What follows belongs to an exercise in optimizing a design on an open flow for small area; a production flow would make more cautious choices. At most, simulation tests tie the RTL to the original design; equivalence was not proved. The RTL of run 2 was laid out without a check of its function. Power figures rest on the tool's default switching activity, not on a simulated workload.

==> flow/design.v, too long to show whole: its modules and the start of the top module <==
// module crc8_rtl: 31 lines
// module pearson8_rtl: 16 lines
// module pearson8_lut: 2906 lines
// module bloom_filter_rtl: 49 lines
// module bf_dec4n: 13 lines
// module bf_ao16n: 14 lines
// module bf_rd256: 12 lines
// module c_inv: 1 lines
// module c_and2: 1 lines
// module c_or2: 1 lines
// module c_nand2: 1 lines
// module c_nor2: 1 lines
// module c_nand3: 1 lines
// module c_nand4: 1 lines
// module c_and4: 1 lines
// module c_xor2: 1 lines
// module c_a21o: 1 lines
// module c_a22o: 1 lines
// module c_a31oi: 1 lines
// module c_a32o: 1 lines
// module c_a32oi: 1 lines
// module c_a311oi: 1 lines
// module c_o21a: 1 lines
// module c_o21ai: 1 lines
// module c_o22a: 1 lines
// module c_o22ai: 1 lines
// module c_o311ai: 1 lines
// module fifo_rtl: 13 lines
// module censor_rtl: 45 lines
module censor_rtl(
    input clock,
    input reset,
    input enable,
    input bloom_write,
    input [7:0] char_in,
    output [7:0] char_out,
    output data_ready
    );
  // ...
==> flow/run.sh <==
#!/bin/bash
# synth_recipe.tcl (not shown) runs the flow's synth.tcl, then flattens the netlist and writes it again
# the make line also repeats each setting of config.mk as NAME=value (left out here)
make -C /OpenROAD-flow-scripts/flow DESIGN_CONFIG=/design/flow/config.mk WORK_HOME=/design/flow/orfs CLKGATE_MAP_FILE= SYNTH_SCRIPT=/design/flow/synth_recipe.tcl finish
==> flow/config.mk <==
export PLATFORM = sky130hd
export DESIGN_NAME = censor_rtl
export DESIGN_NICKNAME = censor_rtl
export VERILOG_FILES = /design/flow/design.v
export SDC_FILE = /design/flow/constraint.sdc
export NUM_CORES = 4
export LEC_CHECK = 0
export CAP_MARGIN = 20
export CORE_MARGIN = 2
export CORE_UTILIZATION = 70
export CTS_CLUSTER_DIAMETER = 100
export CTS_CLUSTER_SIZE = 20
export PLACE_DENSITY = 0.8
export SLEW_MARGIN = 20
export SYNTH_HIERARCHICAL = 1
==> flow/constraint.sdc <==
create_clock -name core_clock -period 10.0 [get_ports {clock}]
set_input_delay 2.0000 -clock core_clock [delete_from_list [all_inputs] [get_ports {clock}]]
set_output_delay 2.0000 -clock core_clock [all_outputs]
set_load 0.01 [all_outputs]
==> flow_summary.json, run 1 <==
{
  "io_buffers": 20,
  "cellPowerDensity_nw_per_um2": 220.2,
  "grt_pass1_vias": 25200,
  "nNetsFinal": 2735,
  "synth_top_family_by_area": "compound AO/OA/AOI/OAI gates",
  "use_met1_pct": 54.41,
  "multi_input_area_share_pct": 30.37,
  "nNonClkInverters": 73,
  "fillerInstances": 2583,
  "drtPass1Iterations": 12,
  "ys_warn_count": 11,
  "maxCapViolations": 0,
  "diodes": 8,
  "ys_ff_latch": 913,
  "postLayoutCoreUtil_pct": 76.28,
  "start_util_pct": 70.40,
  "r2r_end": "pearson8.hash_reg[2]$_SDFFE_PP0P_",
  "seq_cell_count": 913,
  "finalCritPeriodShare_pct": 58.56,
  "fmax_ghz": 0.1708,
  "met3_usage_pct": 12.43,
  "cts_tree": "built",
  "bufAreaShareNonClock_pct": 1.798,
  "syn_area_per_cell_um2": 12.77,
  "num_io_pins": 21,
  "p_comb_uw": 1700,
  "met1_length_um": 36800,
  "die_area_um2": 49480,
  "swShare_pct": 32.47,
  "r2r-start": "pearson8.hash_reg[2]$_SDFFE_PP0P_",
  "crit_path_start": "nflags[0]$_SDFFE_PP0P_",
  "p_int_uw": 5380,
  "synth_edf_count": 374,
  "top_power_group": "sequential cells",
  "pre_cts_ws_ns": 3.787,
  "synth_adder_area_share_pct": 0.1498,
  "crit_path_end_kind": "primary output",
  "largest_reg_flops": 352,
  "power.leakage_uw": 0.01117,
  "h-tree-depth": 2,
  "root_buffer": "clkbuf_16",
  "finalCriticalPeriod_ns": 5.856,
  "grt_use_total_pct": 43.23,
  "outcome": "no timing/DRC/antenna violations"
}
==> module crc8_rtl, before the edit <==
module crc8_rtl(
    input clock,
    input reset,
    input enable,
    input init,
    input [7:0] char_in,
    output [7:0] crc_out);
    reg [7:0]   crc_reg;
    wire [7:0]  next_crc;
    assign crc_out = crc_reg;
    always @ (posedge clock)
    if(reset) begin
        crc_reg <= 8'h00;
    end
    else if(enable) begin
        if(init) begin
            crc_reg <= 8'h00;
        end
        else begin
            crc_reg <= next_crc;
        end
    end
    assign next_crc[0] = (char_in[2] ^ char_in[4] ^ char_in[5] ^ crc_reg[2] ^ crc_reg[4] ^ crc_reg[5]);
    assign next_crc[1] = (char_in[0] ^ char_in[3] ^ char_in[5] ^ char_in[6] ^ crc_reg[0] ^ crc_reg[3] ^ crc_reg[5] ^ crc_reg[6]);
    assign next_crc[2] = (char_in[0] ^ char_in[1] ^ char_in[4] ^ char_in[6] ^ char_in[7] ^ crc_reg[0] ^ crc_reg[1] ^ crc_reg[4] ^ crc_reg[6] ^ crc_reg[7]);
    assign next_crc[3] = (char_in[0] ^ char_in[1] ^ char_in[4] ^ char_in[7] ^ crc_reg[0] ^ crc_reg[1] ^ crc_reg[4] ^ crc_reg[7]);
    assign next_crc[4] = (char_in[0] ^ char_in[1] ^ char_in[4] ^ crc_reg[0] ^ crc_reg[1] ^ crc_reg[4]);
    assign next_crc[5] = (char_in[1] ^ char_in[2] ^ char_in[5] ^ crc_reg[1] ^ crc_reg[2] ^ crc_reg[5]);
    assign next_crc[6] = (char_in[0] ^ char_in[2] ^ char_in[3] ^ char_in[6] ^ crc_reg[0] ^ crc_reg[2] ^ crc_reg[3] ^ crc_reg[6]);
    assign next_crc[7] = (char_in[1] ^ char_in[3] ^ char_in[4] ^ char_in[7] ^ crc_reg[1] ^ crc_reg[3] ^ crc_reg[4] ^ crc_reg[7]);
endmodule
==> module pearson8_rtl, before the edit <==
module pearson8_rtl(
    input clock,
    input reset,
    input enable,
    input init,
    input [7:0] char_in,
    output [7:0] hash_out
);
    reg  [7:0] hash_reg;
    wire [7:0] next_hash;
    assign hash_out = hash_reg;
    pearson8_lut lut(.x(hash_reg ^ char_in), .y(next_hash));
    always @(posedge clock)
        if (reset) hash_reg <= 8'h00;
        else if (enable) hash_reg <= init ? 8'h00 : next_hash;
endmodule
==> module censor_rtl, before the edit <==
module censor_rtl(
    input clock,
    input reset,
    input enable,
    input bloom_write,
    input [7:0] char_in,
    output [7:0] char_out,
    output data_ready
    );
    localparam NFLAG = 22;       
    wire space_in = (char_in == 8'h20);
    wire take_text = enable & ~bloom_write;
    wire [7:0] crc, hash;
    wire hit;
    wire [7:0] oldest, next_oldest;
    crc8_rtl crc8(clock, reset, enable, space_in, char_in, crc);
    pearson8_rtl pearson8(clock, reset, enable, space_in, char_in, hash);
    bloom_filter_rtl bloom_filter(clock, reset, ~reset & enable & bloom_write & space_in, crc, hash, hit);
    fifo_rtl #(.DEPTH(44)) line(clock, take_text, char_in, oldest, next_oldest);
    reg [5:0] count;
    assign data_ready = count[5] & count[3] & count[2];
    always @(posedge clock)
        if (reset) count <= 6'd0;
        else if (take_text & ~data_ready) count <= count + 6'd1;
    reg in_word;
    always @(posedge clock)
        if (reset) in_word <= 1'b0;
        else if (enable) in_word <= space_in ? 1'b0 : (in_word | ~bloom_write);
    wire push = take_text & space_in & in_word;
    wire out_space = (oldest == 8'h20);
    wire next_space = (next_oldest == 8'h20);
    wire pop = take_text & data_ready & ~out_space & next_space;
    reg [NFLAG-1:0] flags;
    reg [4:0] nflags;
    always @(posedge clock)
        if (push) flags <= {flags[NFLAG-2:0], hit};
    always @(posedge clock)
        if (reset) nflags <= 5'd0;
        else if (push & ~pop) nflags <= nflags + 5'd1;
        else if (pop & ~push) nflags <= nflags - 5'd1;
    wire [4:0] head_idx = nflags - 5'd1;
    wire head = flags[head_idx];
    wire censor = head & ~out_space;
    assign char_out = censor ? 8'h2A : oldest;
endmodule
==> run 2: changes to the inputs <==
--- a/flow/design.v
+++ b/flow/design.v
@@ -3,30 +3,36 @@
     input clock,
-    input reset,
-    input enable,
-    input init,
+    input load,
+    input hold,
     input [7:0] char_in,
     output [7:0] crc_out);
-    reg [7:0]   crc_reg;
-    wire [7:0]  next_crc;
+    reg  [7:0] crc_reg;
+    wire [7:0] x, n, d;
     assign crc_out = crc_reg;
-    always @ (posedge clock)
-    if(reset) begin
-        crc_reg <= 8'h00;
-    end
-    else if(enable) begin
-        if(init) begin
-            crc_reg <= 8'h00;
+    genvar i;
+    generate
+        for (i = 0; i < 8; i = i + 1) begin : g_x
+            c_xor2 u(crc_reg[i], char_in[i], x[i]);
         end
-        else begin
-            crc_reg <= next_crc;
+    endgenerate
+    wire x01, x47, x13, x25, x36, x036;
+    c_xor2 s0(x[0], x[1], x01);
+    c_xor2 s1(x[4], x[7], x47);
+    c_xor2 s2(x[1], x[3], x13);
+    c_xor2 s3(x[2], x[5], x25);
+    c_xor2 s4(x[3], x[6], x36);
+    c_xor2 s5(x36, x[0], x036);
+    c_xor2 o0(x25, x[4], n[0]);          
+    c_xor2 o1(x036, x[5], n[1]);         
+    c_xor2 o2(n[3], x[6], n[2]);         
+    c_xor2 o3(x01, x47, n[3]);           
+    c_xor2 o4(x01, x[4], n[4]);          
+    c_xor2 o5(x25, x[1], n[5]);          
+    c_xor2 o6(x036, x[2], n[6]);         
+    c_xor2 o7(x13, x47, n[7]);           
+    generate
+        for (i = 0; i < 8; i = i + 1) begin : g_d
+            c_a22o u(n[i], load, crc_reg[i], hold, d[i]);
         end
-    end
-    assign next_crc[0] = (char_in[2] ^ char_in[4] ^ char_in[5] ^ crc_reg[2] ^ crc_reg[4] ^ crc_reg[5]);
-    assign next_crc[1] = (char_in[0] ^ char_in[3] ^ char_in[5] ^ char_in[6] ^ crc_reg[0] ^ crc_reg[3] ^ crc_reg[5] ^ crc_reg[6]);
-    assign next_crc[2] = (char_in[0] ^ char_in[1] ^ char_in[4] ^ char_in[6] ^ char_in[7] ^ crc_reg[0] ^ crc_reg[1] ^ crc_reg[4] ^ crc_reg[6] ^ crc_reg[7]);
-    assign next_crc[3] = (char_in[0] ^ char_in[1] ^ char_in[4] ^ char_in[7] ^ crc_reg[0] ^ crc_reg[1] ^ crc_reg[4] ^ crc_reg[7]);
-    assign next_crc[4] = (char_in[0] ^ char_in[1] ^ char_in[4] ^ crc_reg[0] ^ crc_reg[1] ^ crc_reg[4]);
-    assign next_crc[5] = (char_in[1] ^ char_in[2] ^ char_in[5] ^ crc_reg[1] ^ crc_reg[2] ^ crc_reg[5]);
-    assign next_crc[6] = (char_in[0] ^ char_in[2] ^ char_in[3] ^ char_in[6] ^ crc_reg[0] ^ crc_reg[2] ^ crc_reg[3] ^ crc_reg[6]);
-    assign next_crc[7] = (char_in[1] ^ char_in[3] ^ char_in[4] ^ char_in[7] ^ crc_reg[1] ^ crc_reg[3] ^ crc_reg[4] ^ crc_reg[7]);
+    endgenerate
+    always @(posedge clock) crc_reg <= d;
 endmodule
@@ -35,5 +41,4 @@
     input clock,
-    input reset,
-    input enable,
-    input init,
+    input load,              
+    input hold,              
     input [7:0] char_in,
@@ -42,8 +47,17 @@
     reg  [7:0] hash_reg;
-    wire [7:0] next_hash;
+    wire [7:0] x, next_hash, d;
     assign hash_out = hash_reg;
-    pearson8_lut lut(.x(hash_reg ^ char_in), .y(next_hash));
-    always @(posedge clock)
-        if (reset) hash_reg <= 8'h00;
-        else if (enable) hash_reg <= init ? 8'h00 : next_hash;
+    genvar i;
+    generate
+        for (i = 0; i < 8; i = i + 1) begin : g_x
+            c_xor2 u(hash_reg[i], char_in[i], x[i]);
+        end
+    endgenerate
+    pearson8_lut lut(.x(x), .y(next_hash));
+    generate
+        for (i = 0; i < 8; i = i + 1) begin : g_d
+            c_a22o u(next_hash[i], load, hash_reg[i], hold, d[i]);
+        end
+    endgenerate
+    always @(posedge clock) hash_reg <= d;
 endmodule
@@ -3094,4 +3108,6 @@
     wire [7:0] oldest, next_oldest;
-    crc8_rtl crc8(clock, reset, enable, space_in, char_in, crc);
-    pearson8_rtl pearson8(clock, reset, enable, space_in, char_in, hash);
+    wire hash_load = enable & ~reset & ~space_in;
+    wire hash_hold = ~enable & ~reset;
+    crc8_rtl crc8(clock, hash_load, hash_hold, char_in, crc);
+    pearson8_rtl pearson8(clock, hash_load, hash_hold, char_in, hash);
     bloom_filter_rtl bloom_filter(clock, reset, ~reset & enable & bloom_write & space_in, crc, hash, hit);
--- a/flow/config.mk
+++ b/flow/config.mk
@@ -9,6 +9,6 @@
 export CORE_MARGIN = 2
-export CORE_UTILIZATION = 70
+export CORE_UTILIZATION = 60
 export CTS_CLUSTER_DIAMETER = 100
 export CTS_CLUSTER_SIZE = 20
-export PLACE_DENSITY = 0.8
+export PLACE_DENSITY = 0.75
 export SLEW_MARGIN = 20
==> flow_summary.json, run 2 <==
{
  "synth.top_cell.area_share_pct": 33.94,
  "layout_commonest_cell": "dfxtp_1",
  "place_hpwl_um": 55700,
  "synth_area_leaders": "edfxtp_1 34%, dfxtp_1 33%, o22a_1 14%, o22ai_1 5.2%, nor2_1 2.9%",
  "worstMarginPinSlew_ns": 1.300,
  "syn_area_per_cell_um2": 12.82,
  "cts_resized": 0,
  "cp_max_fo": 13,
  "routabilityCongestion": 0.9638,
  "largest_reg_flops": 352,
  "cts_tree": "built",
  "nNetsFinal": 2679,
  "drive_above_1_share_pct": 3.933,
  "cts_buffers": 52,
  "drt-initial-drc-count": 2746,
  "path_clk_slew_ns": 0.08,
  "core_um2": 54770,
  "hold_slack_ns": 0.4024,
  "skew_ns": 0.03587,
  "area_growth_pct": 8.425,
  "syn_nets": 2596,
  "die_y_um": 238.8,
  "hold_path_class": "reg2reg",
  "setup_viol": 0,
  "multi_input_area_um2": 10730,
  "drc": 0,
  "ys_warn_count": 11,
  "synth_edf_count": 374,
  "regMostFlops": "line.line",
  "vias_per_cell": 6.926,
  "reg.largest.list": "line.line x352, bloom_filter.fa_n x255, bloom_filter.fb_n x255",
  "rows": 86,
  "async_reset_ff_share_pct": 0,
  "fillerInstances": 4016,
  "io_buffers": 20,
  "cts_setup_buffers": 0,
  "ff2ff_setup_slack_ns": 5.13,
  "p_int_uw": 5428,
  "ys_types": 50,
  "drtPass1Iterations": 7,
  "worstSkewPairLatency_ns": 0.65,
  "slew_viol_final": 0,
  "swShare_pct": 34.38,
  "min_from": "line.line[57]$_DFFE_PP_",
  "maxSlewHeadroom_pct": 13.01,
  "regArea_um2": 22020,
  "rsz0062_at_grt": "false",
  "synthTopCellsByCount": "539 x dfxtp_1, 511 x o22a_1, 374 x edfxtp_1",
  "netlist_area_um2": 33090,
  "root_buffer": "clkbuf_16",
  "grt_use_total_pct": 30.65,
  "r2r_end": "pearson8.hash_reg[3]$_DFF_P_",
  "fmax_ghz": 0.1633,
  "clk_path_buf_depth": 3,
  "cp.arrival_ns": 6.64,
  "holdBufCountCts": 0,
  "pwr-share-seq_pct": 49.3,
  "yosysTopAreaCell": "edfxtp_1",
  "clock-sinks": 913,
  "irDropWorstVdd_mv": 0.1855,
  "finalCriticalPeriod_ns": 6.125,
  "grt_pass1_vias": 22220,
  "hold_viol_final": 0,
  "h-tree-depth": 2,
  "vias": 23550,
  "switching_power_uw": 2843,
  "critPathKind": "in2reg",
  "ant_nets": 0,
  "grt_pass1_wl_um": 134500,
  "hold_depth": 0,
  "holdPathEnd": "line.line[65]$_DFFE_PP_",
  "antenna_found_initial": 2,
  "yosys.cell_count.top_type": "dfxtp_1",
  "maxCapViolations": 0,
  "gr-total-overflow": 0,
  "wire_per_inst_um": 26.19,
  "outcome": "no timing/DRC/antenna violations",
  "grt_start_max_net_pins": 269,
  "ff2ff_path_depth": 12,
  "tns_ns": 0,
  "cellPowerDensity_nw_per_um2": 230.6,
  "ys_ff_latch": 913,
  "die_area_um2": 57040,
  "drt-total-wl_um": 89050,
  "num_io_pins": 21,
  "r2r-start": "pearson8.hash_reg[2]$_DFF_P_",
  "power_frac_clock_pct": 26.2,
  "power.leakage_uw": 0.01100,
  "dieWidth_um": 238.8,
  "syn_inst": 2580,
  "synth_ff_type": "dfxtp_1",
  "final_cell_mix": "539 x dfxtp_1, 511 x o22a_1, 374 x edfxtp_1",
  "start_kind": "input pin",
  "cp.required_ns": 10.52,
  "yosysSeqAreaShare_pct": 66.56,
  "crit_path_end_kind": "flop",
  "finalCritPeriodShare_pct": 61.25,
  "start_util_pct": 60.41,
  "power_frac_comb_pct": 24.5
}
[run 2: logic make-up (layout without fill, tap and decap cells)]
family,Yosys count,count (layout),synth area share [%]
AOI/OAI and AO/OA,955,955,22.11
DFF,913,913,66.56
and+or+nand+nor,564,564,8.282
buffers and inverters,93,208,1.263
xor gates and xnor gates,41,41,1.108
muxes,10,10,0.5294
adders and majority gates,4,4,0.1513
other,0,1,0
[run 2: metrics by stage]
step                      instance area (um2)  power, uW  setup WS (ns)  utilization, %  cells
after floorplan                         33090       5290         0.6944               -   2580
after global placement                  34330       6144          3.325           62.68   3311
after detailed placement                34330       6089          3.468           62.68   3311
after CTS                               35820       8210          4.138           65.40   3397
after global routing                    35870       8532          3.954           65.50   3400
final                                   35870       8271          3.875           65.50   3400
[run 2: power by group through the flow]
stage                     sequential, uW  combinational, uW  clock, uW
after floorplan                     4110               1180          0
after global placement              4150               1990          0
after CTS                           4080               1940       2200
after global routing                4090               2120       2320
final                               4080               2020       2170
after detailed placement            4160               1930          0
[run 2: how the worst max path moves through the flow]
stage	slack (ns)	from	cells past startpoint	endpoint
final	3.88	char_in[2]	13	pearson8.hash_reg[3]$_DFF_P_
after detailed placement	3.47	char_in[2]	14	pearson8.hash_reg[2]$_DFF_P_
after global routing	3.95	char_in[2]	14	pearson8.hash_reg[2]$_DFF_P_
after floorplan	0.69	enable	5	nflags[2]$_SDFFE_PP0P_
after CTS	4.14	char_in[2]	14	pearson8.hash_reg[5]$_DFF_P_
after global placement	3.32	char_in[2]	14	pearson8.hash_reg[5]$_DFF_P_
[run 2: layer usage]
layer	part of all wire, %	up-vias	GRT usage [%]
met5	0.016	-	0
met4	4.1	2	12.54
met3	7.4	216	4.330
met2	46	1015	48.37
met1	42	11790	42.94
li1	-	10520	-
[run 2: modules after synthesis, one instance, submodules excluded, a selection]
module / cells / flip-flops and latches / cell area, um2
bloom_filter_rtl: 511 / 511 / 10230
c_a311oi: 1 / 0 / 8.758
c_o22a: 1 / 0 / 8.758
c_and4: 1 / 0 / 8.758
c_o21a: 1 / 0 / 7.507
c_a31oi: 1 / 0 / 6.256
c_nand3: 1 / 0 / 5.005
c_o21ai: 1 / 0 / 5.005
c_nor2: 1 / 0 / 3.754
[run 2: final cells by class]
type | count | area share, %
flip-flops and latches | 913 | 61.38
repair buffers | 50 | 1.346
inverters | 72 | 0.7533
clock buffers | 80 | 3.920
multi-input cells | 1574 | 29.91
diodes | 1 | 0.006975
clock inverters | 6 | 0.2267
well taps | 704 | 2.455
[run 2: worst max-delay path, cell delays in order]
cell	delay [ns]
clkdlybuf4s50_1	0.63
xor2_1	0.18
buf_4	0.23
inv_1	0.29
nor2_1	1.08
inv_1	0.40
nor2_1	0.42
inv_1	0.17
a31oi_1	0.41
o21ai_1	0.23
a31oi_1	0.22
o22ai_1	0.09
a22o_1	0.27
==> module bloom_filter_rtl, before the edit <==
module bloom_filter_rtl(
    input clock,
    input reset,
    input write,             
    input [7:0] hash1,       
    input [7:0] hash2,       
    output hit               
);
    reg  [254:0] fa_n;       
    reg  [255:1] fb_n;       
    reg          fs_n;       
    wire [15:0] a_lo_n, a_hi_n, b_lo_n, b_hi_n;
    bf_dec4n da_lo(hash1[3:0], a_lo_n);
    bf_dec4n da_hi(hash1[7:4], a_hi_n);
    bf_dec4n db_lo(hash2[3:0], b_lo_n);
    bf_dec4n db_hi(hash2[7:4], b_hi_n);
    wire write_n;
    c_inv iw(write, write_n);
    wire [15:0] wa_lo_n, wb_lo_n;
    genvar i;
    generate
        for (i = 0; i < 16; i = i + 1) begin : g_w
            c_or2 ua(a_lo_n[i], write_n, wa_lo_n[i]);
            c_or2 ub(b_lo_n[i], write_n, wb_lo_n[i]);
        end
    endgenerate
    wire [254:0] fa_d;
    wire [255:1] fb_d;
    generate
        for (i = 0; i < 255; i = i + 1) begin : g_a
            c_o22a u(fa_n[i], reset, wa_lo_n[i % 16], a_hi_n[i / 16], fa_d[i]);
        end
        for (i = 1; i < 256; i = i + 1) begin : g_b
            c_o22a u(fb_n[i], reset, wb_lo_n[i % 16], b_hi_n[i / 16], fb_d[i]);
        end
    endgenerate
    wire fs_a, fs_d;
    c_o22a us0(fs_n, reset, wa_lo_n[15], a_hi_n[15], fs_a);
    c_o21a us1(wb_lo_n[0], b_hi_n[0], fs_a, fs_d);
    always @(posedge clock) begin
        fa_n <= fa_d;
        fb_n <= fb_d;
        fs_n <= fs_d;
    end
    wire ha, hb;
    bf_rd256 ra({fs_n, fa_n}, a_lo_n, a_hi_n, ha);
    bf_rd256 rb({fb_n, fs_n}, b_lo_n, b_hi_n, hb);
    c_and2 uh(ha, hb, hit);
endmodule
==> module bf_ao16n, before the edit <==
module bf_ao16n(input [15:0] v_n, input [15:0] sel_n, output y_n);
    wire [7:0] p;        
    wire [3:0] q;
    genvar i;
    generate
        for (i = 0; i < 8; i = i + 1) begin : g_p
            c_o22ai u(v_n[2*i], sel_n[2*i], v_n[2*i+1], sel_n[2*i+1], p[i]);
        end
        for (i = 0; i < 4; i = i + 1) begin : g_q
            c_nor2 u(p[2*i], p[2*i+1], q[i]);
        end
    endgenerate
    c_and4 ua(q[0], q[1], q[2], q[3], y_n);
endmodule
==> module bf_rd256, before the edit <==
module bf_rd256(input [255:0] v_n, input [15:0] lo_n, input [15:0] hi_n, output y);
    wire [15:0] g_n;
    genvar k;
    generate
        for (k = 0; k < 16; k = k + 1) begin : g_grp
            bf_ao16n u(v_n[16*k +: 16], lo_n, g_n[k]);
        end
    endgenerate
    wire y_n;
    bf_ao16n top(g_n, hi_n, y_n);
    c_inv ui(y_n, y);
endmodule
==> run 3: changes to the inputs <==
--- a/flow/design.v
+++ b/flow/design.v
@@ -3014,6 +3014,6 @@
     end
-    wire ha, hb;
-    bf_rd256 ra({fs_n, fa_n}, a_lo_n, a_hi_n, ha);
-    bf_rd256 rb({fb_n, fs_n}, b_lo_n, b_hi_n, hb);
-    c_and2 uh(ha, hb, hit);
+    wire ha_n, hb_n;
+    bf_rd256 ra({fs_n, fa_n}, a_lo_n, a_hi_n, ha_n);
+    bf_rd256 rb({fb_n, fs_n}, b_lo_n, b_hi_n, hb_n);
+    c_nor2 uh(ha_n, hb_n, hit);
 endmodule
@@ -3034,3 +3034,3 @@
     wire [7:0] p;        
-    wire [3:0] q;
+    wire [1:0] q;
     genvar i;
@@ -3040,9 +3040,8 @@
         end
-        for (i = 0; i < 4; i = i + 1) begin : g_q
-            c_nor2 u(p[2*i], p[2*i+1], q[i]);
-        end
     endgenerate
-    c_and4 ua(q[0], q[1], q[2], q[3], y_n);
+    c_or4 u0(p[0], p[1], p[2], p[3], q[0]);
+    c_or4 u1(p[4], p[5], p[6], p[7], q[1]);
+    c_nor2 un(q[0], q[1], y_n);
 endmodule
-module bf_rd256(input [255:0] v_n, input [15:0] lo_n, input [15:0] hi_n, output y);
+module bf_rd256(input [255:0] v_n, input [15:0] lo_n, input [15:0] hi_n, output y_n);
     wire [15:0] g_n;
@@ -3054,5 +3053,3 @@
     endgenerate
-    wire y_n;
     bf_ao16n top(g_n, hi_n, y_n);
-    c_inv ui(y_n, y);
 endmodule
@@ -3063,2 +3060,3 @@
 module c_nor2(input A, input B, output Y); assign Y = ~(A | B); endmodule
+module c_or4(input A, input B, input C, input D, output X); assign X = A | B | C | D; endmodule
 module c_nand3(input A, input B, input C, output Y); assign Y = ~(A & B & C); endmodule
--- a/flow/config.mk
+++ b/flow/config.mk
@@ -9,6 +9,7 @@
 export CORE_MARGIN = 2
-export CORE_UTILIZATION = 60
-export CTS_CLUSTER_DIAMETER = 100
-export CTS_CLUSTER_SIZE = 20
-export PLACE_DENSITY = 0.75
+export CORE_UTILIZATION = 70
+export CTS_BUF_LIST = sky130_fd_sc_hd__clkbuf_8
+export CTS_CLUSTER_DIAMETER = 80
+export CTS_CLUSTER_SIZE = 16
+export PLACE_DENSITY = 0.8
 export SLEW_MARGIN = 20
==> flow_summary.json, run 3 <==
{
  "use_met1_pct": 50.03,
  "cp.required_ns": 8.00,
  "ant_nets": 0,
  "synth_ff_type": "dfxtp_1",
  "maxCapViolations": 0,
  "nNetsFinal": 2624,
  "power.leakage_uw": 0.01136,
  "cp.arrival_ns": 3.99,
  "h-tree-depth": 3,
  "largest_reg_flops": 352,
  "max_stage_delay_ns": 0.78,
  "async_reset_ff_share_pct": 0,
  "ys_warn_count": 11,
  "routabilityCongestion": 0.9552,
  "reg.largest.list": "line.line x352, bloom_filter.fa_n x255, bloom_filter.fb_n x255",
  "cts_resized": 0,
  "skew_ns": 0.04699,
  "num_io_pins": 21,
  "syn_area_per_cell_um2": 13.11,
  "cp_max_fo": 12,
  "synth_area_leaders": "edfxtp_1 34%, dfxtp_1 33%, o22a_1 14%, o22ai_1 5.3%, nor2_1 1.7%",
  "drt-total-wl_um": 91460,
  "synth.top_cell.area_share_pct": 34.13,
  "wire_per_inst_um": 28.07,
  "grt_pass1_wl_um": 138000,
  "critical-path-slowest-cell": "dfxtp_1",
  "fillerInstances": 2697,
  "gr-total-overflow": 0,
  "critPathKind": "reg2out",
  "path_clk_slew_ns": 0.10,
  "yosysTopAreaCell": "edfxtp_1",
  "regArea_um2": 22020,
  "final_cell_count_no_fill": 3259,
  "final_area_um2": 35230,
  "drc": 0,
  "drt-initial-drc-count": 3881,
  "synth_edf_count": 374,
  "hold_viol_final": 0,
  "clock-sinks": 913,
  "irDropWorstVdd_mv": 0.2427,
  "syn_inst": 2510,
  "dp_cells": 3142,
  "yosys.cell_count.top_type": "dfxtp_1",
  "cellPowerDensity_nw_per_um2": 226.2,
  "drtPass1Iterations": 8,
  "cts_setup_buffers": 0,
  "antenna_found_initial": 0,
  "vias": 24450,
  "crit_buf_inv": 2,
  "layout_commonest_cell": "dfxtp_1",
  "rsz0062_at_grt": "false",
  "outcome": "no timing/DRC/antenna violations",
  "maxSlewHeadroom_pct": 22.24,
  "worstMarginPinSlew_ns": 1.165,
  "area_growth_pct": 7.065,
  "core_um2": 46460,
  "multi_input_area_um2": 10510,
  "fmax_ghz": 0.1669,
  "rows": 79,
  "yosysSeqAreaShare_pct": 66.92,
  "tns_ns": 0,
  "ys_types": 49,
  "dieWidth_um": 220.8,
  "busiest_layer": "met2",
  "die_area_um2": 48760,
  "placed_area_um2": 33980,
  "worstSkewPairLatency_ns": 0.69,
  "drive_above_1_share_pct": 4.600,
  "setup_viol": 0,
  "final_cell_mix": "539 x dfxtp_1, 511 x o22a_1, 374 x edfxtp_1",
  "regMostFlops": "line.line",
  "hold_path_class": "reg2reg",
  "die_y_um": 220.8,
  "crit_path_end_kind": "primary output",
  "clk_path_buf_depth": 3,
  "io_buffers": 20,
  "ys_ff_latch": 913,
  "place_hpwl_um": 55800,
  "crit_path_cell_trace": "inv_1 > ha_1 > xor2_2 > mux4_2 > a211oi_1 > nor4_4 > or2_1 > clkdlybuf4s50_1",
  "synthTopCellsByCount": "539 x dfxtp_1, 511 x o22a_1, 374 x edfxtp_1",
  "netlist_area_um2": 32910,
  "finalCritPeriodShare_pct": 59.91,
  "grt_use_met2_pct": 57.37,
  "holdBufCountCts": 0,
  "vias_per_cell": 7.503,
  "start_kind": "flop",
  "diodes": 0,
  "grt_start_max_net_pins": 182,
  "grt_use_total_pct": 36.34,
  "root_buffer": "clkbuf_8",
  "cts_tree": "built",
  "grt_pass1_vias": 23440,
  "met3_usage_pct": 5.604,
  "cp_top_family": "flip-flops",
  "slew_viol_final": 0,
  "syn_nets": 2526,
  "finalCriticalPeriod_ns": 5.991,
  "cts_buffers": 68,
  "start_util_pct": 70.83
}
==> run 3: worst reg2reg max path: cells and delay by family (launching register included) <==
kind / cells / cell delay [ns]
AO/OA/AOI/OAI: 5 / 1.08
AND/OR/NAND/NOR: 3 / 0.84
flip-flops: 1 / 0.81
XOR/XNOR: 1 / 0.76
buffers and inverters: 4 / 1.09
==> run 3: per-stage QoR <==
| step | hold WS, ns | total power [uW] | util (%) | worst slack, ns |
|---|---|---|---|---|
| after floorplan | 0.4003 | 5290 | - | 0.6944 |
| after global placement | 0.4004 | 6096 | 73.14 | 3.755 |
| after detailed placement | 0.4045 | 6074 | 73.14 | 3.762 |
| after CTS | 0.4186 | 7843 | 75.73 | 3.944 |
| after global routing | 0.4257 | 8194 | 75.84 | 3.799 |
| final | 0.4118 | 7970 | 75.84 | 4.009 |
==> run 3: per-module statistics from Yosys (local to each module, per instance), excerpt <==
| module | copies in the design | cells inside | area [um2] |
|---|---|---|---|
| c_nand3 | 53 | 1 | 5.005 |
| crc8_rtl | 1 | 8 | 160.2 |
| c_o21a | 3 | 1 | 7.507 |
| c_nand2 | 85 | 1 | 3.754 |
| c_o22a | 511 | 1 | 8.758 |
| pearson8_rtl | 1 | 8 | 160.2 |
| c_a311oi | 1 | 1 | 8.758 |
| c_nor2 | 137 | 1 | 3.754 |
| c_or2 | 32 | 1 | 6.256 |
| c_or4 | 68 | 1 | 7.507 |
| c_inv | 67 | 1 | 3.754 |
| censor_rtl | 1 | 128 | 1649 |
==> run 3: cells by family after synthesis <==
group | count (synthesis) | share of synthesized area (%)
AOI/OAI and AO/OA | 955 | 22.23
xor gates and xnor gates | 41 | 1.114
adders and majority gates | 4 | 0.1521
buffers and inverters | 91 | 1.247
DFF | 913 | 66.92
muxes | 10 | 0.5323
and+or+nand+nor | 496 | 7.802
==> run 3: power by group <==
group / switching [uW] / leakage [uW] / internal [uW]
Clock: 1160 / 0.000739 / 686
Combinational: 1530 / 0.00275 / 504
Sequential: 140 / 0.00787 / 3950
Total: 2830 / 0.0114 / 5140
==> run 3: path summary, 6_finish.rpt <==
kind / from / to / slack (ns) / cells past startpoint
min: line.line[83]$_DFFE_PP_ / line.line[91]$_DFFE_PP_ / 0.41 / 0
max reg2reg: pearson8.hash_reg[2]$_DFF_P_ / pearson8.hash_reg[5]$_DFF_P_ / 5.34 / 13
min reg2reg: line.line[83]$_DFFE_PP_ / line.line[91]$_DFFE_PP_ / 0.41 / 0
max: nflags[0]$_SDFFE_PP0P_ / char_out[3] / 4.01 / 8
==> run 3: final cells by class <==
type | instances | area share (%)
clock buffer | 73 | 2.852
inverter | 70 | 0.7458
sequential | 913 | 62.50
multi-input combinational | 1506 | 29.84
tap | 607 | 2.156
clock inverter | 41 | 0.5611
timing repair buffer | 49 | 1.346
==> run 3: per-layer routing <==
metal	wire, um	up-vias
met5	0	-
met2	42520	1748
met1	35060	11880
li1	-	10420
met4	4548	0
met3	9335	402
==> run 4: changes to the inputs <==
==> flow/flow/run.sh (new file) <==
#!/bin/bash
# The standard layout (standard.sh: ORFS synthesis through finish), with
# two changes passed to ORFS through its own variables:
#  - clock tree synthesis with clkbuf_8 buffers, clusters of at most 16 sinks
#    within 80 um, and no dummy loads;
#  - input and output ports are buffered with buf_1 cells (repair may still
#    resize them).
# make's full output goes to standard.log here; ORFS writes each step's log
# under orfs/logs/.
set -euo pipefail
export CTS_ARGS="-sink_clustering_enable -repair_clock_nets -sink_clustering_size 16 -sink_clustering_max_diameter 80 -buf_list sky130_fd_sc_hd__clkbuf_8 -dont_use_dummy_load"
export BUFFER_PORTS_ARGS="-buffer_cell sky130_fd_sc_hd__buf_1"
bash standard.sh > standard.log 2>&1
==> flow/standard.sh (new file) <==
#!/bin/bash
# synth_recipe.tcl (not shown) runs the flow's synth.tcl, then flattens the netlist and writes it again
# the make line also repeats each setting of config.mk as NAME=value (left out here)
make -C /OpenROAD-flow-scripts/flow DESIGN_CONFIG=/design/flow/config.mk WORK_HOME=/design/flow/orfs CLKGATE_MAP_FILE= SYNTH_SCRIPT=/design/flow/synth_recipe.tcl "${@:-finish}"
--- a/flow/config.mk
+++ b/flow/config.mk
@@ -9,3 +9,3 @@
 export CORE_MARGIN = 2
-export CORE_UTILIZATION = 70
+export CORE_UTILIZATION = 55
 export CTS_BUF_LIST = sky130_fd_sc_hd__clkbuf_8
@@ -13,3 +13,3 @@
 export CTS_CLUSTER_SIZE = 16
-export PLACE_DENSITY = 0.8
+export PLACE_DENSITY = 0.7
 export SLEW_MARGIN = 20
removed: flow/run.sh
==> flow_summary.json, run 4 <==
{
  "fillerInstances": 4805,
  "slew_viol_final": 0,
  "core_um2": 59130,
  "io_buffers": 20,
  "final_cell_mix": "539 x dfxtp_1, 511 x o22a_1, 374 x edfxtp_1",
  "ys_warn_count": 11,
  "place_hpwl_um": 51430,
  "gr-total-overflow": 0,
  "syn_nets": 2526,
  "grt_use_total_pct": 26.56,
  "clock-sinks": 913,
  "skew_ns": 0.07553,
  "dieWidth_um": 248.6,
  "reg.largest.list": "line.line x352, bloom_filter.fa_n x255, bloom_filter.fb_n x255",
  "clk_path_buf_depth": 3,
  "worstMarginPinSlew_ns": 1.233,
  "wire_per_inst_um": 24.83,
  "synth_edf_count": 374,
  "ys_ff_latch": 913,
  "ys_types": 49,
  "tns_ns": 0,
  "diodes": 0,
  "async_reset_ff_share_pct": 0,
  "finalCritPeriodShare_pct": 53.85,
  "irDropWorstVdd_mv": 0.1532,
  "largest_reg_flops": 352,
  "die_area_um2": 61800,
  "pwr-share-seq_pct": 52.3,
  "hold_viol_final": 0,
  "ff2ff_setup_slack_ns": 5.69,
  "cts_resized": 0,
  "cellPowerDensity_nw_per_um2": 221.4,
  "finalCriticalPeriod_ns": 5.385,
  "vias_per_cell": 6.770,
  "cp_max_fo": 13,
  "cts_setup_buffers": 0,
  "outcome": "no timing/DRC/antenna violations",
  "start_kind": "input pin",
  "synth.top_cell.area_share_pct": 34.13,
  "synth_area_leaders": "edfxtp_1 34%, dfxtp_1 33%, o22a_1 14%, o22ai_1 5.3%, nor2_1 1.7%",
  "switching_power_uw": 2713,
  "yosys.cell_count.top_type": "dfxtp_1",
  "setup_viol": 0,
  "die_y_um": 248.6,
  "netlist_area_um2": 32910,
  "cp.arrival_ns": 5.91,
  "critical_path.most_common_cell": "inv_1",
  "max_stage_delay_ns": 0.76,
  "syn_inst": 2510,
  "regMostFlops": "line.line",
  "antenna_found_initial": 0,
  "maxCapViolations": 0,
  "routabilityCongestion": 0.9743,
  "holdBufCountCts": 0,
  "grt_pass1_vias": 22260,
  "maxSlewHeadroom_pct": 17.78,
  "drive_above_1_share_pct": 4.298,
  "grt_start_max_net_pins": 233,
  "power_frac_comb_pct": 26.1,
  "layout_commonest_cell": "dfxtp_1",
  "grt_pass1_wl_um": 128700,
  "synth_ff_type": "dfxtp_1",
  "synthTopCellsByCount": "539 x dfxtp_1, 511 x o22a_1, 374 x edfxtp_1",
  "cts_tree": "built",
  "drt-total-wl_um": 83900,
  "p_int_uw": 5047,
  "worstSkewPairLatency_ns": 0.68,
  "postLayoutCoreUtil_pct": 59.27,
  "h-tree-depth": 3,
  "rows": 89,
  "critPathKind": "in2reg",
  "rsz0062_at_grt": "false",
  "area_growth_pct": 6.506,
  "swShare_pct": 34.96,
  "start_util_pct": 55.65,
  "drt-initial-drc-count": 2586,
  "yosysTopAreaCell": "edfxtp_1",
  "vias": 22880,
  "power.leakage_uw": 0.01106,
  "nNetsFinal": 2624,
  "cp.required_ns": 10.53,
  "root_buffer": "clkbuf_8",
  "drc": 0,
  "yosysSeqAreaShare_pct": 66.92,
  "crit_path_cell_trace": "buf_1 > xor2_1 > inv_1 > nor2_1 > inv_1 > nor2_1 > inv_1 > a31oi_1 > o21ai_1 > nand3_1 > a31oi_1 > a32o_1 > a22o_1",
  "ant_nets": 0,
  "drtPass1Iterations": 6,
  "critical-path-slowest-cell": "xor2_1",
  "fmax_ghz": 0.1857,
  "power_frac_clock_pct": 21.6,
  "cts_buffers": 67,
  "num_io_pins": 21,
  "hold_path_class": "reg2reg",
  "path_clk_slew_ns": 0.10,
  "crit_path_end_kind": "flop",
  "syn_area_per_cell_um2": 13.11
}
## run 4: cell counts after synthesis
Identical to the previous run, type by type.
## run 4: per-module statistics from Yosys (local to each module, per instance), excerpt
| module | cells | times used | area (um2) | flip-flops and latches |
|---|---|---|---|---|
| censor_rtl | 128 | 1 | 1649 | 34 |
| c_o21ai | 1 | 68 | 5.005 | 0 |
| c_nand3 | 1 | 53 | 5.005 | 0 |
| c_o22a | 1 | 511 | 8.758 | 0 |
| c_a32oi | 1 | 6 | 8.758 | 0 |
| c_o21a | 1 | 3 | 7.507 | 0 |
| c_or2 | 1 | 32 | 6.256 | 0 |
| c_or4 | 1 | 68 | 7.507 | 0 |
| c_o22ai | 1 | 277 | 6.256 | 0 |
| c_inv | 1 | 67 | 3.754 | 0 |
| c_a22o | 1 | 19 | 8.758 | 0 |
| c_nor2 | 1 | 137 | 3.754 | 0 |
| c_o311ai | 1 | 23 | 8.758 | 0 |
| c_xor2 | 1 | 30 | 8.758 | 0 |
| c_nand4 | 1 | 65 | 6.256 | 0 |
| c_a311oi | 1 | 1 | 8.758 | 0 |
## run 4: path summary, 6_finish.rpt
kind | from | endpoint | cells after the start
hold reg to reg | line.line[161]$_DFFE_PP_ | line.line[169]$_DFFE_PP_ | 0
setup reg to reg | pearson8.hash_reg[2]$_DFF_P_ | pearson8.hash_reg[5]$_DFF_P_ | 12
hold / removal | line.line[161]$_DFFE_PP_ | line.line[169]$_DFFE_PP_ | 0
setup / recovery | char_in[2] | pearson8.hash_reg[5]$_DFF_P_ | 13
## run 4: stage by stage
stage               instances  setup WS [ns]  cell area (um2)  power, uW  hold slack [ns]
floorplan                2510         0.6944            32910       5290           0.4003
global placement         3309          3.874            34090       6130           0.4006
detailed placement       3309          4.186            34090       6075           0.4045
CTS                      3376          4.598            35010       7742           0.3341
global route             3379          4.447            35050       8072           0.3360
finish                   3379          4.615            35050       7760           0.3481
## run 4: logic make-up (layout without fill, tap and decap cells)
logic type | Yosys count | count (layout) | synth area share [%]
AOI/OAI and AO/OA | 955 | 955 | 22.23
xor gates and xnor gates | 41 | 41 | 1.114
and+or+nand+nor | 496 | 496 | 7.802
adders and majority gates | 4 | 4 | 0.1521
muxes | 10 | 10 | 0.5323
DFF | 913 | 913 | 66.92
buffers and inverters | 91 | 187 | 1.247
## run 4: worst max-delay path: cells and delay by family
| family | cells | cell delay (ns) |
|---|---|---|
| XOR/XNOR | 1 | 0.76 |
| AO/OA/AOI/OAI | 5 | 1.18 |
| buffers and inverters | 4 | 1.22 |
| AND/OR/NAND/NOR | 3 | 0.75 |
## run 4: layout make-up
class                   instances  area, um2  share of cell area (%)
flip-flops and latches        913      22020                   62.83
multi-input cells            1506      10530                   30.05
well taps                     773      967.2                   2.760
clock buffers                  67      922.1                   2.631
repair buffers                 50      344.1                  0.9818
inverters                      70      262.8                  0.7497
## run 4: per-layer routing
layer	part of all wire (%)	global-route usage, %	wire length [um]
met5	0	0	0
met4	3.8	10.79	3156
met3	7.0	4.836	5863
met2	46	41.27	38440
met1	43	37.08	36440
## run 4: power groups by stage
stage,logic (uW),clock network [uW],registers (uW)
2_1_floorplan,1180,0,4110
3_3_place_gp,1990,0,4140
3_5_place_dp,1930,0,4140
4_1_cts,1940,1750,4060
5_1_grt,2130,1880,4070
6_report,2020,1680,4060
==> run 5: changes to the inputs <==
--- a/flow/design.v
+++ b/flow/design.v
@@ -2982,16 +2982,6 @@
     wire [15:0] a_lo_n, a_hi_n, b_lo_n, b_hi_n;
-    bf_dec4n da_lo(hash1[3:0], a_lo_n);
-    bf_dec4n da_hi(hash1[7:4], a_hi_n);
-    bf_dec4n db_lo(hash2[3:0], b_lo_n);
-    bf_dec4n db_hi(hash2[7:4], b_hi_n);
-    wire write_n;
-    c_inv iw(write, write_n);
     wire [15:0] wa_lo_n, wb_lo_n;
+    bf_dec8n da(hash1, write, a_lo_n, wa_lo_n, a_hi_n);
+    bf_dec8n db(hash2, write, b_lo_n, wb_lo_n, b_hi_n);
     genvar i;
-    generate
-        for (i = 0; i < 16; i = i + 1) begin : g_w
-            c_or2 ua(a_lo_n[i], write_n, wa_lo_n[i]);
-            c_or2 ub(b_lo_n[i], write_n, wb_lo_n[i]);
-        end
-    endgenerate
     wire [254:0] fa_d;
@@ -3019,12 +3009,21 @@
 endmodule
-module bf_dec4n(input [3:0] x, output [15:0] y);
-    wire [3:0] xn;
+module bf_dec8n(input [7:0] x, input w, output [15:0] lo_n, output [15:0] wlo_n, output [15:0] hi_n);
+    wire [7:0] xn;
+    wire [3:0] p, q, wq, r, s;       
     genvar i;
     generate
-        for (i = 0; i < 4; i = i + 1) begin : g_n
+        for (i = 0; i < 8; i = i + 1) begin : g_n
             c_inv u(x[i], xn[i]);
         end
-        for (i = 0; i < 16; i = i + 1) begin : g
-            c_nand4 u(i & 1 ? x[0] : xn[0], i & 2 ? x[1] : xn[1],
-                      i & 4 ? x[2] : xn[2], i & 8 ? x[3] : xn[3], y[i]);
+        for (i = 0; i < 4; i = i + 1) begin : g_p
+            c_nor2 up(i & 1 ? xn[0] : x[0], i & 2 ? xn[1] : x[1], p[i]);
+            c_nor2 uq(i & 1 ? xn[2] : x[2], i & 2 ? xn[3] : x[3], q[i]);
+            c_and3 uw(w, i & 1 ? x[2] : xn[2], i & 2 ? x[3] : xn[3], wq[i]);
+            c_nor2 ur(i & 1 ? xn[4] : x[4], i & 2 ? xn[5] : x[5], r[i]);
+            c_nor2 us(i & 1 ? xn[6] : x[6], i & 2 ? xn[7] : x[7], s[i]);
+        end
+        for (i = 0; i < 16; i = i + 1) begin : g_o
+            c_nand2 ul(p[i % 4], q[i / 4], lo_n[i]);
+            c_nand2 uw(p[i % 4], wq[i / 4], wlo_n[i]);
+            c_nand2 uh(r[i % 4], s[i / 4], hi_n[i]);
         end
@@ -3061,2 +3060,3 @@
 module c_or4(input A, input B, input C, input D, output X); assign X = A | B | C | D; endmodule
+module c_and3(input A, input B, input C, output X); assign X = A & B & C; endmodule
 module c_nand3(input A, input B, input C, output Y); assign Y = ~(A & B & C); endmodule
==> flow_summary.json, run 5 <==
{
  "critPathKind": "reg2out",
  "setup_viol": 0,
  "dieWidth_um": 248.3,
  "crit_buf_inv": 2,
  "synth_compound_area_share_pct": 22.28,
  "yosysSeqAreaShare_pct": 67.07,
  "clk_path_buf_depth": 3,
  "netlist_area_um2": 32830,
  "cts_tree": "built",
  "hold_viol_final": 0,
  "cts_setup_buffers": 0,
  "cp_max_fo": 12,
  "vias": 22970,
  "finalCriticalPeriod_ns": 5.318,
  "final_area_um2": 34930,
  "cellPowerDensity_nw_per_um2": 221.1,
  "final_cell_count_no_fill": 3416,
  "syn_inst": 2549,
  "die_y_um": 248.3,
  "async_reset_ff_share_pct": 0,
  "largest_reg_flops": 352,
  "hold_slack_ns": 0.3686,
  "synth_xor_xnor_area_share_pct": 1.117,
  "failed_checks": "slew limit",
  "irDropWorstVdd_mv": 0.1524,
  "tns_ns": 0,
  "fmax_ghz": 0.1880,
  "crit_path_end_kind": "primary output",
  "synth_edf_count": 374,
  "clock-sinks": 913,
  "syn_area_per_cell_um2": 12.88,
  "grt_use_total_pct": 27.36,
  "root_buffer": "clkbuf_8",
  "antenna_found_initial": 3,
  "rows": 89,
  "synthTopCellsByCount": "539 x dfxtp_1, 511 x o22a_1, 374 x edfxtp_1",
  "synth_ff_type": "dfxtp_1",
  "skew_ns": 0.08582,
  "ys_warn_count": 11,
  "max_stage_delay_ns": 0.70,
  "cts_resized": 0,
  "regMostFlops": "line.line",
  "synthMuxAreaShare_pct": 0.5335,
  "drtPass1Iterations": 8,
  "num_io_pins": 21,
  "placed_area_um2": 34000,
  "core_um2": 59020,
  "multi_input_area_um2": 10460,
  "synth_area_leaders": "edfxtp_1 34%, dfxtp_1 33%, o22a_1 14%, o22ai_1 5.3%, nand2_1 2.1%",
  "outcome": "finished with violations",
  "worstSkewPairLatency_ns": 0.67,
  "cts_buffers": 67,
  "drt-initial-drc-count": 2344,
  "crit_path_cell_trace": "inv_1 > ha_1 > xor2_2 > mux4_2 > a211oi_1 > nor4_4 > or2_1 > buf_1",
  "cp.required_ns": 8.00,
  "maxSlewHeadroom_pct": -1.812,
  "regArea_um2": 22020,
  "worstMarginPinSlew_ns": 1.527,
  "place_hpwl_um": 51780,
  "nNetsFinal": 2659,
  "holdBufCountCts": 0,
  "yosys.cell_count.top_type": "dfxtp_1",
  "hold_path_class": "reg2reg",
  "drt-total-wl_um": 85390,
  "syn_nets": 2565,
  "dp_cells": 3347,
  "routabilityCongestion": 0.9439,
  "power.leakage_uw": 0.01114,
  "die_area_um2": 61670,
  "slew_viol_final": 61,
  "layout_commonest_cell": "dfxtp_1",
  "h-tree-depth": 3,
  "synth_top_family_by_area": "compound AO/OA/AOI/OAI gates",
  "area_growth_pct": 6.379,
  "gr-total-overflow": 0,
  "synth.top_cell.area_share_pct": 34.21,
  "postLayoutCoreUtil_pct": 59.18,
  "start_util_pct": 55.63,
  "drc": 0,
  "reg.largest.list": "line.line x352, bloom_filter.fa_n x255, bloom_filter.fb_n x255",
  "vias_per_cell": 6.725,
  "grt_pass1_vias": 22300,
  "ys_ff_latch": 913,
  "synth_adder_area_share_pct": 0.1524,
  "maxCapViolations": 0,
  "ant_nets": 0,
  "rsz0062_at_grt": "false",
  "path_clk_slew_ns": 0.10,
  "critical-path-slowest-cell": "dfxtp_1",
  "grt_pass1_wl_um": 129500,
  "final_cell_mix": "539 x dfxtp_1, 511 x o22a_1, 374 x edfxtp_1",
  "cp.arrival_ns": 3.32,
  "synth-simple-area-share_pct": 7.606,
  "io_buffers": 20,
  "fillerInstances": 4721,
  "start_kind": "flop",
  "finalCritPeriodShare_pct": 53.18,
  "grt_start_max_net_pins": 259,
  "wire_per_inst_um": 25.00,
  "yosysTopAreaCell": "edfxtp_1",
  "ys_types": 49,
  "drive_above_1_share_pct": 4.089,
  "cp_top_family": "flip-flops"
}
[run 5: kinds of logic after synthesis]
group,after synthesis
simple gates,536
xor+xnor,41
flops,913
buf+inv,90
compound gates,955
fa+ha+maj,4
mux,10
[run 5: worst paths after layout]
check,from,end,slack [ns],cells past startpoint
max,nflags[0]$_SDFFE_PP0P_,char_out[3],4.68,8
min,line.line[48]$_DFFE_PP_,line.line[56]$_DFFE_PP_,0.37,0
max reg2reg,pearson8.hash_reg[3]$_DFF_P_,pearson8.hash_reg[3]$_DFF_P_,5.94,14
min reg2reg,line.line[48]$_DFFE_PP_,line.line[56]$_DFFE_PP_,0.37,0
[run 5: per-stage QoR]
step	total power [uW]	setup WS (ns)
after detailed placement	6038	4.261
after CTS	7696	4.613
after global placement	6111	4.063
final	7722	4.682
after global routing	8026	4.496
after floorplan	5284	0.6944
[run 5: area by class of cell]
cell class	instances	area share (%)
timing repair buffer	46	0.8311
antenna	2	0.01433
sequential	913	63.05
clock buffer	67	2.640
multi-input combinational	1546	29.96
tap	773	2.769
inverter	69	0.7415
[run 5: power by group]
| group | internal (uW) | switching [uW] | leakage [uW] |
|---|---|---|---|
| clock | 604 | 1080 | 0.000482 |
| sequential | 3950 | 84.3 | 0.00787 |
| combinational | 490 | 1510 | 0.00279 |
[run 5: per-module statistics from Yosys, one instance, submodules excluded, excerpt]
module	area (um2)	cells	flip-flops and latches	copies in the design
c_a31oi	6.256	1	0	31
c_a32o	10.01	1	0	6
c_nand2	3.754	1	0	181
c_nand3	5.005	1	0	53
c_nor2	3.754	1	0	169
c_o21ai	5.005	1	0	68
c_o22a	8.758	1	0	511
c_o22ai	6.256	1	0	277
c_or4	7.507	1	0	68
c_xor2	8.758	1	0	30
[run 5: metal layers]
metal	wire (um)	track usage, %
met5	15	0
met4	3982	14.01
met3	5523	3.911
met2	40140	43.51
met1	35730	36.72
==> run 6: changes to the inputs <==
--- a/flow/config.mk
+++ b/flow/config.mk
@@ -14,3 +14,3 @@
 export PLACE_DENSITY = 0.7
-export SLEW_MARGIN = 20
+export SLEW_MARGIN = 40
 export SYNTH_HIERARCHICAL = 1
==> flow_summary.json, run 6 <==
{
  "regMostFlops": "line.line",
  "dp_cells": 3350,
  "holdBufCountCts": 0,
  "synth_ff_type": "dfxtp_1",
  "fmax_ghz": 0.1892,
  "place_hpwl_um": 52220,
  "netlist_area_um2": 32830,
  "irDropWorstVdd_mv": 0.1429,
  "synth.top_cell.area_share_pct": 34.21,
  "synth_area_leaders": "edfxtp_1 34%, dfxtp_1 33%, o22a_1 14%, o22ai_1 5.3%, nand2_1 2.1%",
  "ant_nets": 0,
  "cp_top_family": "flip-flops",
  "final_cell_count_no_fill": 3418,
  "syn_inst": 2549,
  "area_growth_pct": 6.680,
  "cts_buffers": 67,
  "largest_reg_flops": 352,
  "outcome": "no timing/DRC/antenna violations",
  "cts_tree": "built",
  "drtPass1Iterations": 8,
  "drt-initial-drc-count": 2504,
  "num_io_pins": 21,
  "layout_commonest_cell": "dfxtp_1",
  "synth-simple-area-share_pct": 7.606,
  "antenna_found_initial": 3,
  "crit_buf_inv": 2,
  "crit_path_end_kind": "primary output",
  "max_stage_delay_ns": 0.69,
  "reg.largest.list": "line.line x352, bloom_filter.fa_n x255, bloom_filter.fb_n x255",
  "worstSkewPairLatency_ns": 0.69,
  "synth_edf_count": 374,
  "yosysSeqAreaShare_pct": 67.07,
  "clock-sinks": 913,
  "synth_adder_area_share_pct": 0.1524,
  "nNetsFinal": 2662,
  "critical-path-slowest-cell": "dfxtp_1",
  "hold_depth": 0,
  "yosys.cell_count.top_type": "dfxtp_1",
  "grt_pass1_wl_um": 129700,
  "syn_nets": 2565,
  "finalCriticalPeriod_ns": 5.286,
  "crit_path_cell_trace": "inv_1 > ha_1 > mux4_1 > mux2_4 > nor3b_4 > nor4_4 > or2_1 > buf_1",
  "ys_types": 49,
  "wire_per_inst_um": 25.10,
  "drive_above_1_share_pct": 4.387,
  "grt_start_max_net_pins": 156,
  "fillerInstances": 4701,
  "routabilityCongestion": 0.9439,
  "die_area_um2": 61670,
  "synthTopCellsByCount": "539 x dfxtp_1, 511 x o22a_1, 374 x edfxtp_1",
  "holdPathEnd": "line.line[39]$_DFFE_PP_",
  "clk_path_buf_depth": 3,
  "synth_compound_area_share_pct": 22.28,
  "power.leakage_uw": 0.01118,
  "slew_viol_final": 0,
  "hold_path_class": "reg2reg",
  "syn_area_per_cell_um2": 12.88,
  "start_kind": "flop",
  "rsz0062_at_grt": "false",
  "r2r_end": "pearson8.hash_reg[3]$_DFF_P_",
  "final_cell_mix": "539 x dfxtp_1, 511 x o22a_1, 374 x edfxtp_1",
  "path_clk_slew_ns": 0.09,
  "rows": 89,
  "cp_max_fo": 12,
  "hold_viol_final": 0,
  "vias_per_cell": 6.758,
  "tns_ns": 0,
  "setup_viol": 0,
  "critPathKind": "reg2out",
  "ff2ff_path_depth": 14,
  "cp.arrival_ns": 3.29,
  "cts_resized": 0,
  "root_buffer": "clkbuf_8",
  "yosysTopAreaCell": "edfxtp_1",
  "io_buffers": 20,
  "maxCapViolations": 0,
  "dieWidth_um": 248.3,
  "grt_use_total_pct": 27.40,
  "synth_top_family_by_area": "compound AO/OA/AOI/OAI gates",
  "maxSlewHeadroom_pct": 39.53,
  "cp.required_ns": 8.00,
  "cts_setup_buffers": 0,
  "cellPowerDensity_nw_per_um2": 221.0,
  "ff2ff_setup_slack_ns": 5.98,
  "skew_ns": 0.07506,
  "worstMarginPinSlew_ns": 0.9037,
  "synthMuxAreaShare_pct": 0.5335,
  "core_um2": 59020,
  "ys_warn_count": 11,
  "placed_area_um2": 34080,
  "h-tree-depth": 3,
  "synth_xor_xnor_area_share_pct": 1.117,
  "start_util_pct": 55.63,
  "async_reset_ff_share_pct": 0,
  "die_y_um": 248.3,
  "drt-total-wl_um": 85800,
  "r2r-start": "pearson8.hash_reg[3]$_DFF_P_",
  "min_from": "line.line[31]$_DFFE_PP_",
  "grt_pass1_vias": 22370,
  "crit_path_start": "nflags[0]$_SDFFE_PP0P_",
  "drc": 0,
  "gr-total-overflow": 0,
  "final_area_um2": 35030,
  "ys_ff_latch": 913,
  "vias": 23100,
  "finalCritPeriodShare_pct": 52.86
}
-- run 6: cells by family after synthesis --
| family | count (synthesis) |
|---|---|
| AOI/OAI and AO/OA | 955 |
| xor gates and xnor gates | 41 |
| adders and majority gates | 4 |
| buffers and inverters | 90 |
| DFF | 913 |
| muxes | 10 |
| and+or+nand+nor | 536 |
-- run 6: worst max path at each step --
stage,endpoint,cells past startpoint,slack (ns)
floorplan,nflags[2]$_SDFFE_PP0P_,5,0.69
global placement,pearson8.hash_reg[3]$_DFF_P_,15,4.06
detailed placement,pearson8.hash_reg[3]$_DFF_P_,15,4.29
CTS,char_out[3],8,4.63
global route,char_out[3],8,4.50
finish,char_out[3],8,4.71
-- run 6: per-stage QoR --
step | utilization, % | setup slack [ns] | hold WS, ns | power, uW
3_3_place_gp | 57.60 | 4.063 | 0.4015 | 6111
5_1_grt | 59.35 | 4.503 | 0.3768 | 8030
4_1_cts | 59.30 | 4.633 | 0.3692 | 7708
2_1_floorplan | - | 0.6944 | 0.4003 | 5284
3_5_place_dp | 57.74 | 4.290 | 0.4045 | 6045
6_report | 59.35 | 4.714 | 0.3690 | 7741
-- run 6: Yosys stat by module (local to each module, per instance), a selection --
module	cell area [um2]	flip-flops and latches	cells inside	times used
c_a22o	8.758	0	1	19
c_nand2	3.754	0	1	181
censor_rtl	1649	34	128	1
crc8_rtl	160.2	8	8	1
c_nor2	3.754	0	1	169
c_xor2	8.758	0	1	30
c_a32o	10.01	0	1	6
c_a32oi	8.758	0	1	6
c_o22ai	6.256	0	1	277
c_o21ai	5.005	0	1	68
pearson8_rtl	160.2	8	8	1
-- run 6: per-layer routing --
| metal | up-vias | global-route usage, % | routed length, um |
|---|---|---|---|
| li1 | 10350 | - | - |
| met5 | - | 0 | 14 |
| met1 | 11490 | 36.40 | 35480 |
| met3 | 272 | 4.342 | 5721 |
| met4 | 2 | 13.48 | 4383 |
| met2 | 984 | 43.93 | 40200 |
-- run 6: cell type report --
| type | count | area [um2] | area share (%) |
|---|---|---|---|
| well taps | 773 | 967.2 | 2.761 |
| repair buffers | 49 | 379.1 | 1.082 |
| flip-flops and latches | 913 | 22020 | 62.87 |
| inverters | 69 | 259.0 | 0.7394 |
| diodes | 1 | 2.502 | 0.007144 |
| multi-input cells | 1546 | 10480 | 29.91 |
| clock buffers | 67 | 922.1 | 2.633 |
-- run 6: where the power goes --
group,switching (uW),internal [uW]
sequential,85.8,3950
combinational,1520,494
clock,1090,604
-- run 6: worst register-to-register path, cell delays in order, from the launching register on --
cell      delay [ns]
dfxtp_1         0.65
xor2_4          0.17
buf_4           0.39
inv_1           0.53
buf_4           0.39
nor2_1          0.43
inv_1           0.19
nor2_1          0.23
nand2_1         0.15
nand2_1         0.11
o21ai_1         0.09
o311ai_1        0.18
a32oi_1         0.09
o22ai_1         0.21
a22o_1          0.15
==> run 7: changes to the inputs <==
--- a/flow/config.mk
+++ b/flow/config.mk
@@ -9,3 +9,3 @@
 export CORE_MARGIN = 2
-export CORE_UTILIZATION = 55
+export CORE_UTILIZATION = 60
 export CTS_BUF_LIST = sky130_fd_sc_hd__clkbuf_8
@@ -13,3 +13,3 @@
 export CTS_CLUSTER_SIZE = 16
-export PLACE_DENSITY = 0.7
+export PLACE_DENSITY = 0.75
 export SLEW_MARGIN = 40
==> flow_summary.json, run 7 <==
{
  "cellPowerDensity_nw_per_um2": 221.1,
  "ys_ff_latch": 913,
  "start_kind": "input pin",
  "drtPass1Iterations": 8,
  "async_reset_ff_share_pct": 0,
  "area_growth_pct": 6.170,
  "yosysTopAreaCell": "edfxtp_1",
  "critical-path-slowest-cell": "nor2_1",
  "dieWidth_um": 237.9,
  "num_io_pins": 21,
  "synthTopCellsByCount": "539 x dfxtp_1, 511 x o22a_1, 374 x edfxtp_1",
  "maxCapViolations": 0,
  "largest_reg_flops": 352,
  "root_buffer": "clkbuf_8",
  "place_hpwl_um": 50190,
  "grt_pass1_wl_um": 124600,
  "regMostFlops": "line.line",
  "final_cell_mix": "539 x dfxtp_1, 511 x o22a_1, 374 x edfxtp_1",
  "cp.required_ns": 10.49,
  "drt-initial-drc-count": 2680,
  "crit_path_end_kind": "flop",
  "skew_ns": 0.07491,
  "power.leakage_uw": 0.01115,
  "gr-total-overflow": 0,
  "tns_ns": 0,
  "slew_viol_final": 0,
  "maxSlewHeadroom_pct": 37.76,
  "layout_commonest_cell": "dfxtp_1",
  "fmax_ghz": 0.1807,
  "reg.largest.list": "line.line x352, bloom_filter.fa_n x255, bloom_filter.fb_n x255",
  "cts_tree": "built",
  "vias_per_cell": 6.896,
  "critPathKind": "in2reg",
  "drive_above_1_share_pct": 4.127,
  "hold_viol_final": 0,
  "total_power_uw": 7708,
  "critical_path.most_common_cell": "inv_1",
  "syn_nets": 2565,
  "h-tree-depth": 3,
  "syn_inst": 2549,
  "nNetsFinal": 2659,
  "finalCriticalPeriod_ns": 5.535,
  "drt-total-wl_um": 81020,
  "synth_area_leaders": "edfxtp_1 34%, dfxtp_1 33%, o22a_1 14%, o22ai_1 5.3%, nand2_1 2.1%",
  "hold_path_class": "reg2reg",
  "grt_use_total_pct": 28.31,
  "holdBufCountCts": 0,
  "vias": 23020,
  "finalCritPeriodShare_pct": 55.35,
  "ys_warn_count": 11,
  "crit_path_cell_trace": "buf_1 > xor2_1 > inv_1 > nor2_1 > inv_1 > nor2_1 > inv_1 > a31oi_1 > o21ai_1 > nand3_1 > a31oi_1 > a32o_1 > a22o_1",
  "outcome": "no timing/DRC/antenna violations",
  "cts_buffers": 67,
  "die_y_um": 237.9,
  "drc": 0,
  "clock-sinks": 913,
  "synth_ff_type": "dfxtp_1",
  "cts_resized": 0,
  "grt_pass1_vias": 22080,
  "io_buffers": 20,
  "ys_types": 49,
  "syn_area_per_cell_um2": 12.88,
  "cts_setup_buffers": 0,
  "yosys.cell_count.top_type": "dfxtp_1",
  "die_area_um2": 56610,
  "grt_start_max_net_pins": 110,
  "synth_edf_count": 374,
  "irDropWorstVdd_mv": 0.1303,
  "cp_top_family": "simple AND/OR/NAND/NOR gates",
  "worstMarginPinSlew_ns": 0.9302,
  "path_clk_slew_ns": 0.09,
  "cp.arrival_ns": 6.02,
  "worstSkewPairLatency_ns": 0.67,
  "crit_buf_inv": 4,
  "core_um2": 53920,
  "setup_viol": 0,
  "clk_path_buf_depth": 3,
  "synth.top_cell.area_share_pct": 34.21,
  "netlist_area_um2": 32830,
  "max_stage_delay_ns": 0.68,
  "routabilityCongestion": 0.9536,
  "antenna_found_initial": 2,
  "cp_max_fo": 13,
  "yosysSeqAreaShare_pct": 67.07,
  "start_util_pct": 60.89,
  "wire_per_inst_um": 24.27,
  "rows": 85,
  "ant_nets": 0,
  "rsz0062_at_grt": "false"
}
-- run 7: cell counts after synthesis --
No cell type changed its count.
-- run 7: cell type report --
class	instances	area (um2)
Tap cell	696	870.8
Timing Repair Buffer	46	317.8
Antenna cell	1	2.502
Inverter	69	259.0
Multi-Input combinational cell	1546	10470
Fill cell	4086	19060
Clock buffer	67	922.1
Sequential cell	913	22020
-- run 7: per-stage QoR --
stage	setup WS (ns)	instances	area, um2	hold slack [ns]	utilization [%]
5_1_grt	4.107	3338	34860	0.3914	64.65
6_report	4.465	3338	34860	0.3843	64.65
3_3_place_gp	4.122	3269	33890	0.4005	62.85
3_5_place_dp	3.996	3270	33920	0.4045	62.91
4_1_cts	4.568	3337	34850	0.3833	64.62
2_1_floorplan	0.6944	2549	32840	0.4003	-
-- run 7: kinds of logic after synthesis --
family                     after synthesis  synth area share, %
and+or+nand+nor                        536                7.606
AOI/OAI and AO/OA                      955                22.28
DFF                                    913                67.07
adders and majority gates                4               0.1524
xor gates and xnor gates                41                1.117
buffers and inverters                   90                1.239
muxes                                   10               0.5335
-- run 7: final timing paths --
| kind | end | start | cells after the start | slack, ns |
|---|---|---|---|---|
| setup / recovery | pearson8.hash_reg[5]$_DFF_P_ | char_in[2] | 13 | 4.47 |
| setup reg to reg | pearson8.hash_reg[5]$_DFF_P_ | pearson8.hash_reg[2]$_DFF_P_ | 12 | 5.45 |
| hold / removal | line.line[27]$_DFFE_PP_ | line.line[19]$_DFFE_PP_ | 0 | 0.38 |
| hold reg to reg | line.line[27]$_DFFE_PP_ | line.line[19]$_DFFE_PP_ | 0 | 0.38 |
-- run 7: report_power, final --
part	leakage, uW	internal (uW)	switching [uW]
combinational	0.00280	489	1510
sequential	0.00787	3950	82.5
clock	0.000482	605	1070
total	0.0111	5050	2660
-- run 7: modules after synthesis (local to each module, per instance), a selection --
| module | cells | copies in the design |
|---|---|---|
| c_nand2 | 1 | 181 |
| c_a22o | 1 | 19 |
| pearson8_rtl | 8 | 1 |
| c_o311ai | 1 | 23 |
| c_and2 | 1 | 4 |
| c_nor2 | 1 | 169 |
| c_o21a | 1 | 3 |
| censor_rtl | 128 | 1 |
| c_a32oi | 1 | 6 |
| crc8_rtl | 8 | 1 |
| c_a31oi | 1 | 31 |
| c_a32o | 1 | 6 |
| c_o22ai | 1 | 277 |
| bloom_filter_rtl | 511 | 1 |
-- run 7: per-layer routing --
layer	part of all wire, %	GRT usage [%]
met5	0.014	0
met4	4.1	12.43
met3	7.7	5.021
met2	45	43.39
met1	43	39.88
-- run 7: worst register-to-register path: cells and delay by family, from the launching register on --
family                 cells  cell delay (ns)
AO/OA/AOI/OAI              5             1.02
flip-flops                 1             0.64
XOR/XNOR                   1             0.61
AND/OR/NAND/NOR            3             1.21
buffers and inverters      3             0.90

==> afterwards: timing with drivers on the ports <==
In the flow no input, the clock included, has a driving cell. The finished layouts below were timed again as built, in two steps.
Step 1: set_driving_cell puts a clkbuf_16 on clock and a buf_2 on each other input, an assumption about the parent block.
Step 2 also shifts input and output timing later by t, the mid clock arrival at the registers, as if the neighbouring blocks saw the same clock.
Slacks: no drivers / after step 1 / after step 2; pairs: no drivers / after step 1.
run | t (ns) | slack for setup (ns) | latest minus earliest clock arrival (ns) | worst register clock-pin slew, ns | worst slew at a driven data input, ns
run 1 | 0.716 | 4.144 / 4.078 / 3.542 | 0.066 / 0.066 | 0.12 / 0.12 | 0.07
run 2 | 0.690 | 3.875 / 3.890 / 3.201 | 0.041 / 0.041 | 0.09 / 0.09 | 0.11
run 3 | 0.726 | 4.009 / 3.951 / 3.569 | 0.055 / 0.055 | 0.11 / 0.11 | 0.05
run 4 | 0.702 | 4.615 / 4.652 / 3.950 | 0.076 / 0.076 | 0.11 / 0.11 | 0.03
run 5 | 0.689 | 4.682 / 4.627 / 4.048 | 0.095 / 0.095 | 0.11 / 0.11 | 0.13
run 6 | 0.711 | 4.714 / 4.659 / 4.084 | 0.075 / 0.076 | 0.11 / 0.11 | 0.14
run 7 | 0.682 | 4.465 / 4.494 / 3.811 | 0.081 / 0.081 | 0.10 / 0.10 | 0.13
The setup slack of run 2, which loses most, moves by +0.015 ns with the drivers and by -0.674 ns with both steps.
